This design comes from an exercise in tuning for small area on the open sky130 flow, not from production work. In this exercise RTL edits were held to simulation tests only and were not proved equivalent to the original. No activity file was given, so power comes from the tool's default toggle rates.

==> flow/design.v (excerpt) <==
module uart_core (
    input  logic        clk,
    input  logic        reset_n,
    input  logic [15:0] divisor,
    input  logic        rx_pin,
    output logic        tx_pin,
    input  logic        tx_wr_en,
    input  logic [7:0]  tx_wr_data,
    output logic        tx_full,
    input  logic        rx_rd_en,
    output logic [7:0]  rx_rd_data,
    output logic        rx_empty,
    output logic        rx_err
);
Size in the first run: roughly 1000 cells after synthesis, about 10000 µm² of cells after synthesis.
==> module tx_fifo, before the edit <==
module tx_fifo (
    input  logic       clk,
    input  logic       reset_n,
    input  logic       wr_en,
    input  logic [7:0] wr_data,
    output logic       full,
    input  logic       rd_en,       
    output logic       empty,
    output logic       head_at0,
    output logic [7:0] head
);
    logic [7:0] ring [0:15];
    logic [4:0] wr_ptr, rd_ptr;
    logic       push;
    assign empty = (wr_ptr == rd_ptr);
    assign full  = (wr_ptr[3:0] == rd_ptr[3:0]) && (wr_ptr[4] != rd_ptr[4]);
    assign push  = wr_en && !full;
    always_ff @(posedge clk or negedge reset_n) begin
        if (!reset_n) begin
            wr_ptr <= '0;
            rd_ptr <= '0;
        end else begin
            wr_ptr <= push  ? wr_ptr : wr_ptr - 5'd1;
            rd_ptr <= rd_en ? rd_ptr : rd_ptr - 5'd1;
        end
    end
    always_ff @(posedge clk) begin
        for (int p = 0; p < 16; p++)
            ring[p] <= (push && wr_ptr[3:0] == 4'(p + 1)) ? wr_data : ring[(p + 1) % 16];
    end
    assign head_at0 = (rd_ptr[3:0] == 4'd0);
    assign head     = ring[0];
endmodule
==> flow/config.mk <==
export PLATFORM = sky130hd
export DESIGN_NAME = uart_core
export DESIGN_NICKNAME = uart_core
export VERILOG_FILES = /design/flow/design.v
export SDC_FILE = /design/flow/constraint.sdc
export NUM_CORES = 4
export LEC_CHECK = 0
export ABC_AREA = 1
export CAP_MARGIN = 20
export CORE_MARGIN = 2
export CORE_UTILIZATION = 75
export CTS_BUF_LIST = sky130_fd_sc_hd__clkbuf_8
export CTS_CLUSTER_DIAMETER = 50
export CTS_CLUSTER_SIZE = 18
export SLEW_MARGIN = 20
==> flow/constraint.sdc <==
create_clock -name core_clock -period 10.0 [get_ports {clk}]
set_input_delay 2.0000 -clock core_clock [delete_from_list [all_inputs] [get_ports {clk}]]
set_output_delay 2.0000 -clock core_clock [all_outputs]
set_load 0.01 [all_outputs]
standard.sh (not shown) runs the stock make flow with config.mk's settings and CLKGATE_MAP_FILE= SYNTH_SCRIPT=/design/flow/synth_recipe.tcl, a recipe that flattens the netlist after the stock synthesis.
==> flow/flow/run.sh <==
#!/bin/bash
# Own layout flow: the standard ORFS flow (standard.sh) with these changes,
# all made through ORFS's own variables and hooks:
#  - synthesis is synth_recipe.tcl with an area-oriented abc mapping script
#    (flow/own_synth.tcl, flow/abc_area_amap.script) and without ORFS's
#    half/full-adder extraction (ADDER_MAP_FILE empty), which leaves all
#    arithmetic to abc; the registers are the standard synthesis's;
#  - port buffers are buf_1 cells (the standard flow picks clkdlybuf4s50_1);
#  - before the placement resizer, combinational cells go to their smallest
#    drive strength (flow/downsize.tcl); repair_design then upsizes only where
#    slew or capacitance need it;
#  - clock tree synthesis inserts no dummy loads and uses clkbuf_8 clusters.
# The make output goes to flow_make.log here; ORFS keeps per-step logs in orfs/logs/.
set -euo pipefail
F="$PWD/flow"
export OWN_ABC_SCRIPT="$F/abc_area_amap.script"
export ADDER_MAP_FILE=
export BUFFER_PORTS_ARGS="-buffer_cell sky130_fd_sc_hd__buf_1"
export PRE_RESIZE_TCL="$F/downsize.tcl"
export CTS_ARGS="-sink_clustering_enable -repair_clock_nets -dont_use_dummy_load -buf_list sky130_fd_sc_hd__clkbuf_8 -sink_clustering_size 18 -sink_clustering_max_diameter 50"
grep -q 'SYNTH_SCRIPT=[^ ]*synth_recipe.tcl' standard.sh
sed "s|SYNTH_SCRIPT=[^ ]*synth_recipe.tcl|SYNTH_SCRIPT=$F/own_synth.tcl|" standard.sh > own_standard.sh
bash own_standard.sh > flow_make.log 2>&1
Other scripts of this flow, unchanged in this note and not shown: flow/flow/abc_area_amap.script, flow/flow/downsize.tcl, flow/flow/own_synth.tcl
Next try:
--- a/flow/design.v
+++ b/flow/design.v
@@ -28,5 +28,6 @@
     always_ff @(posedge clk) begin
         for (int p = 0; p < 16; p++)
-            ring[p] <= (push && wr_ptr[3:0] == 4'(p + 1)) ? wr_data : ring[(p + 1) % 16];
+            ring[p] <= (push && wr_ptr[3:0] == 4'(p + 1)) ? (wr_data ^ {8{p[0]}})
+                                                          : ~ring[(p + 1) % 16];
     end
     assign head_at0 = (rd_ptr[3:0] == 4'd0);
Outcome: Final cell count is lower by 8.7%. Synthesized cell count shrinks by 11%. Hold slack improves by 0.012 ns. Register-to-register slack improved by 0.28 ns. Clock power climbs by 3.9%.

[re-timing with driven ports]
The flow's constraints put no driver on any port. The routed layouts listed below were extracted and timed again, unchanged, in two steps.
Step 1 assumes that a clkbuf_16 drives the clock port and a buf_2 every other input.
Step 2 times the ports against the registers' clock, not the clock port: input delays grow and output delays shrink by t, the midpoint of the rising clock arrivals with the driver on.
Three values: no drivers, after step 1, after step 2; two values: the first two.
| run | t, ns | setup WS [ns] | latest minus earliest clock arrival (ns) |
|---|---|---|---|
| the first run | 0.556 | 5.020 / 4.980 / 4.590 | 0.053 / 0.053 |
| the second run | 0.557 | 4.544 / 4.506 / 5.063 | 0.063 / 0.063 |
After both steps every run listed still meets setup and hold. For the first run, which loses most, drivers alone change the setup slack by -0.040 ns; drivers and shift together by -0.430 ns.
